What follows belongs to an exercise in optimizing a design on an open flow for small area and a short achievable clock period; a production flow would make more cautious choices.
The RTL was checked by simulation tests, not by an equivalence proof against the original design.

## systolic_array
module systolic_array #(
    parameter DATA_W = 16,
    parameter DIM = 4
) (
    input  logic clk,
    input  logic rst_n,
    input  logic [DIM*DATA_W-1:0] a_in,
    input  logic [DIM*DATA_W-1:0] b_in,
    input  logic valid_in,
    output logic [DIM*2*DATA_W-1:0] c_out,
    output logic valid_out
);
    logic [3:0] v0, v1;
    logic [3:0] vin, rdy, rin, cap, mv;
    assign vin = {v1[2:0], valid_in};
    assign rdy = ~(v0 & v1);
    assign rin = {1'b1, rdy[3:1]};
    assign cap = vin & rdy;           
    assign mv  = v0 & ~v1;            
    always_ff @(posedge clk or negedge rst_n) begin
        if (!rst_n) begin
            v0 <= '0;
            v1 <= '0;
        end else begin
            v0 <= vin | (v0 & v1);
            v1 <= mv | (v1 & ~rin);
        end
    end
    assign valid_out = v1[3];
    logic [15:0] b0_0_0, b1_0_0;
    always_ff @(posedge clk) if (cap[0]) b0_0_0 <= b_in[15:0];
    always_ff @(posedge clk or negedge rst_n)
        if (!rst_n) b1_0_0 <= '0; else if (mv[0]) b1_0_0 <= b0_0_0;
    logic [15:0] b0_0_1, b1_0_1;
    always_ff @(posedge clk) if (cap[1]) b0_0_1 <= b_in[31:16];
    always_ff @(posedge clk or negedge rst_n)
        if (!rst_n) b1_0_1 <= '0; else if (mv[1]) b1_0_1 <= b0_0_1;
    logic [15:0] b0_0_2, b1_0_2;
    always_ff @(posedge clk) if (cap[2]) b0_0_2 <= b_in[47:32];
    always_ff @(posedge clk or negedge rst_n)
        if (!rst_n) b1_0_2 <= '0; else if (mv[2]) b1_0_2 <= b0_0_2;
    logic [15:0] b0_0_3, b1_0_3;
    always_ff @(posedge clk) if (cap[3]) b0_0_3 <= b_in[63:48];
    always_ff @(posedge clk or negedge rst_n)
  ...
Size in the first run: about 1700 flip-flops, roughly 260 I/O pins.
clock: 9.0 ns
lec_check: 0
cap_margin: 20
core_margin: 2
core_utilization: 40
cts_buf_list: sky130_fd_sc_hd__clkbuf_8
place_density: 0.8
slew_margin: 20
standard.sh (not shown) runs the stock make flow with config.mk's settings and CLKGATE_MAP_FILE= SYNTH_SCRIPT=/design/flow/synth_recipe.tcl, a recipe that flattens the netlist after the stock synthesis.
==> flow/flow/run.sh <==
#!/bin/bash
set -euo pipefail
bash standard.sh SETUP_SLACK_MARGIN=5.5 "BUFFER_PORTS_ARGS=-buffer_cell sky130_fd_sc_hd__buf_2" finish > standard.log 2>&1
The starting point went through all stages and came out clean.
Next try:
==> flow/flow/run.sh (replaced) <==
#!/bin/bash
set -euo pipefail
bash standard.sh SETUP_SLACK_MARGIN=5.5 finish > standard.log 2>&1
CTS_BUF_LIST = default   (was sky130_fd_sc_hd__clkbuf_8)
PLACE_DENSITY = default   (was 0.8)
- The changed run went through all stages and came out clean
- setup slack loses 0.032 ns
- synthesized cell count stays the same
- design area climbs by 3.1%
- flip-flop and latch count stays the same
- synthesized area does not change
- clock skew is lower by 0.050 ns
- fmax went down by 0.90%
- via count goes down by 1.3%
- first-iteration DRC count went down by 20%
Next try:
==> flow/flow/run.sh (replaced) <==
#!/bin/bash
set -euo pipefail
bash standard.sh SETUP_SLACK_MARGIN=5.5 "BUFFER_PORTS_ARGS=-buffer_cell sky130_fd_sc_hd__buf_2" finish > standard.log 2>&1
CORE_UTILIZATION = 50   (was 40)
CTS_BUF_LIST = sky130_fd_sc_hd__clkbuf_8   (was default)
PLACE_DENSITY = 0.7   (was default)
Effect:
- critical path depth is unchanged
- die area decreases by 20%
- wire length decreases by about 3%


== v14 ==
systolic_array again, from the RTL that the note above started with.
Settings: LEC_CHECK=0, CAP_MARGIN=20, CORE_MARGIN=2, CORE_UTILIZATION=40, CTS_BUF_LIST=sky130_fd_sc_hd__clkbuf_8, SLEW_MARGIN=20; clock period 9.0 ns.
==> flow/flow/run.sh <==
#!/bin/bash
set -euo pipefail
bash standard.sh SETUP_SLACK_MARGIN=5.5 "BUFFER_PORTS_ARGS=-buffer_cell sky130_fd_sc_hd__buf_2" finish > standard.log 2>&1
The inputs of v7 differ from those of v14 as listed below.
--- a/flow/config.mk
+++ b/flow/config.mk
@@ -11,2 +11,3 @@
 export CTS_BUF_LIST = sky130_fd_sc_hd__clkbuf_8
+export PLACE_DENSITY = 0.7
 export SLEW_MARGIN = 20
Findings:
- Comparing v14 and v7, the lower worst slew margin relative to its limit is on v14.
- Fmax: v7 above v14
- Final cell count went down slightly going from v14 to v7.
- v14 reports its beginning of the critical path as x0_0_3[39]$_DFFE_PP_ while v7 reports a1_2_2[5]$_DFFE_PP_.
- v7 vs v14 on final critical delay including setup and external delays: v7 is the lower one.
- In the reports for v14 and v7, the smaller number of buffers other than clock buffers in the final layout belongs to v7.
- The final reports for v7 and v14 show share of the final layout cell area in sequential cells higher in the former.
- Route | v7 vs v14 | wire shorter in v7

==> re-timing with driven ports <==
In the flow no input, the clock included, has a driving cell. The finished layouts below were timed again as built, in two steps.
Step 1 sets driving cells, clkbuf_16 on the clock port and buf_2 on the other inputs (assumed; they add their load-dependent delay and slew).
Step 2 adds t to the input delays and takes it off the output delays; t is the mean of the earliest and latest rising clock arrival at the registers after step 1. Input paths then give back, and output paths get back, about the clock's delay inside the block.
a / b / c = ideal ports / drivers / drivers and shift; a / b = the first two.
| run | t (ns) | setup slack, ns | worst hold slack (ns) |
|---|---|---|---|
| the first run of note 1 | 1.033 | 5.446 / 5.354 / 4.466 | 0.332 / 0.332 / 0.332 |
| the second run of note 1 | 0.968 | 5.414 / 5.414 / 4.576 | 0.366 / 0.366 / 0.366 |
| the third run of note 1 | 1.120 | 5.403 / 5.403 / 4.421 | 0.365 / 0.365 / 0.365 |
| v14 | 1.088 | 5.430 / 5.392 / 4.508 | 0.380 / 0.380 / 0.380 |
| v7 | 1.056 | 5.497 / 5.405 / 4.515 | 0.385 / 0.385 / 0.385 |
After both steps setup and hold are still met in every run listed.
